This design comes from an exercise in tuning for small area on the open sky130 flow, not from production work.
Only simulation tests tie the RTL to the original design; equivalence was not proved.
The flow treats the clock pin as an ideal source, which a real chip does not have.
Power figures rest on the tool's default switching activity, not on a simulated workload.

// I2CDevice
module I2CDevice(
	input i_clk,
	input i_rst,
	input [3:0] i_sw,
	input i_scl,
	input i_sda,
	output o_sda_oe,
	output o_sda_out,
	output [7:0] o_led);
Size: about 18 I/O pins, about 0.0034 mm2 of cells after synthesis.
clock: 5.0 ns
lec_check: 0
cap_margin: 20
core_margin: 2
core_utilization: 60
cts_buf_list: sky130_fd_sc_hd__clkbuf_4 sky130_fd_sc_hd__clkbuf_8
slew_margin: 20
synth_hierarchical: 1
standard.sh (not shown) runs the stock make flow with config.mk's settings and CLKGATE_MAP_FILE= SYNTH_SCRIPT=/design/flow/synth_recipe.tcl, a recipe that flattens the netlist after the stock synthesis.
==> flow/flow/run.sh <==
#!/bin/bash
# Standard ORFS layout (the standard.sh, standard synthesis unchanged) with
# area-oriented knobs: minimum-size port buffers, combinational cells downsized
# before repair_design, no CTS dummy loads, clock buffers downsized after CTS
# where the clock slew allows, and power (area) recovery after
# global routing. The full log of each ORFS step is in orfs/logs/; this
# script's own output is in standard_flow.log.
set -euo pipefail
export BUFFER_PORTS_ARGS="-buffer_cell sky130_fd_sc_hd__buf_1"
export PRE_RESIZE_TCL="$PWD/flow/downsize.tcl"
export CTS_ARGS="-sink_clustering_enable -repair_clock_nets -dont_use_dummy_load -buf_list {sky130_fd_sc_hd__clkbuf_4 sky130_fd_sc_hd__clkbuf_8}"
export POST_CTS_TCL="$PWD/flow/clock_downsize.tcl"
export CLK_SLEW_TARGET=0.120
export RECOVER_POWER=100
bash standard.sh > standard_flow.log 2>&1
Other scripts of this flow, unchanged in this note and not shown: flow/flow/clock_downsize.tcl, flow/flow/downsize.tcl
The first run ran to the end with no violations.
Next try:
--- a/flow/flow/run.sh
+++ b/flow/flow/run.sh
@@ -10,3 +10,3 @@
 export PRE_RESIZE_TCL="$PWD/flow/downsize.tcl"
-export CTS_ARGS="-sink_clustering_enable -repair_clock_nets -dont_use_dummy_load -buf_list {sky130_fd_sc_hd__clkbuf_4 sky130_fd_sc_hd__clkbuf_8}"
+export CTS_ARGS="-sink_clustering_enable -repair_clock_nets -dont_use_dummy_load -buf_list {sky130_fd_sc_hd__clkbuf_2 sky130_fd_sc_hd__clkbuf_4 sky130_fd_sc_hd__clkbuf_8} -sink_clustering_size 8 -sink_clustering_max_diameter 25"
 export POST_CTS_TCL="$PWD/flow/clock_downsize.tcl"
Result: Via count does not change; power is unchanged; sequential share of layout area stays the same; die area stays the same.


## try-harbor
I2CDevice again, from the RTL that the note above started with.
clock: 5.0 ns
lec_check: 0
cap_margin: 20
core_margin: 2
core_utilization: 60
cts_buf_list: sky130_fd_sc_hd__clkbuf_4 sky130_fd_sc_hd__clkbuf_8
slew_margin: 20
synth_hierarchical: 1
==> flow/flow/run.sh <==
#!/bin/bash
# Standard ORFS layout (the standard.sh, standard synthesis unchanged) with
# area-oriented knobs: minimum-size port buffers, combinational cells downsized
# before repair_design, no CTS dummy loads, the clock tree's leaves
# re-partitioned after CTS into clusters of at most 11 flip-flops with every
# clock buffer downsized as far as the clock slew allows, and power (area) recovery after
# global routing. The full log of each ORFS step is in orfs/logs/; this
# script's own output is in standard_flow.log.
set -euo pipefail
export BUFFER_PORTS_ARGS="-buffer_cell sky130_fd_sc_hd__buf_1"
export PRE_RESIZE_TCL="$PWD/flow/downsize.tcl"
export CTS_ARGS="-sink_clustering_enable -repair_clock_nets -dont_use_dummy_load -buf_list {sky130_fd_sc_hd__clkbuf_4 sky130_fd_sc_hd__clkbuf_8}"
export POST_CTS_TCL="$PWD/flow/clock_rebalance.tcl"
export CLK_LEAF_CAP=11
export CLK_SLEW_TARGET=0.120
export RECOVER_POWER=100
bash standard.sh > standard_flow.log 2>&1
Other scripts of this flow, unchanged in this note and not shown: flow/flow/clock_rebalance.tcl, flow/flow/downsize.tcl
The following lists how try-garnet was set up differently from try-harbor:
--- a/flow/flow/run.sh
+++ b/flow/flow/run.sh
@@ -4,6 +4,6 @@
 # before repair_design, no CTS dummy loads, the clock tree's leaves
 # re-partitioned after CTS into clusters of at most 11 flip-flops with every
-# clock buffer downsized as far as the clock slew allows, and power (area) recovery after
-# global routing. The full log of each ORFS step is in orfs/logs/; this
+# clock buffer downsized as far as the clock slew allows, power (area) recovery
+# after global routing, and a single tie cell for the constant outputs. The full log of each ORFS step is in orfs/logs/; this
 # script's own output is in standard_flow.log.
 set -euo pipefail
@@ -15,3 +15,5 @@
 export CLK_SLEW_TARGET=0.120
 export RECOVER_POWER=100
+# one tie cell for the constant outputs o_led[7:3] instead of one per port
+export SKIP_REPAIR_TIE_FANOUT=1
 bash standard.sh > standard_flow.log 2>&1
## What came out
Diff try-harbor -> try-garnet: fraction of area in registers now larger; switching power did not really move; first-pass GRT wire length about even; average via count per standard cell grew by 0.063; routing usage on met1 picked up an extra 0.16 points.
Going from try-harbor to try-garnet, total number of placement rows has remained practically unchanged, met3 track utilization from global routing has increased.
Cmp try-harbor and try-garnet / routed wire length / higher: try-harbor

[re-timing with driven ports]
How much do the figures lean on ideal ports? The routed layouts below were timed once more, with nothing changed but the port constraints. Step 1 sets driving cells, clkbuf_16 on the clock port and buf_2 on the other inputs (assumed; they add their load-dependent delay and slew). Step 2 times the ports against the registers' clock, not the clock port: input delays grow and output delays shrink by t, the midpoint of the rising clock arrivals with the driver on. a / b / c = no drivers / after step 1 / after step 2; a / b = the first two.
run | t, ns | slack for setup (ns) | hold slack, ns | clock arrival spread, ns | worst data-port slew with drivers (ns)
the first run of note 1 | 0.446 | 2.781 / 2.781 / 2.557 | 0.352 / 0.352 / 0.352 | 0.034 / 0.034 | 0.04
the second run of note 1 | 0.446 | 2.781 / 2.781 / 2.557 | 0.352 / 0.352 / 0.352 | 0.034 / 0.034 | 0.04
try-harbor | 0.835 | 2.537 / 2.510 / 2.575 | 0.266 / 0.261 / 0.362 | 0.009 / 0.010 | 0.04
try-garnet | 0.802 | 2.558 / 2.529 / 2.555 | 0.304 / 0.298 / 0.359 | 0.017 / 0.017 | 0.07
After both steps setup and hold are still met in every run listed.
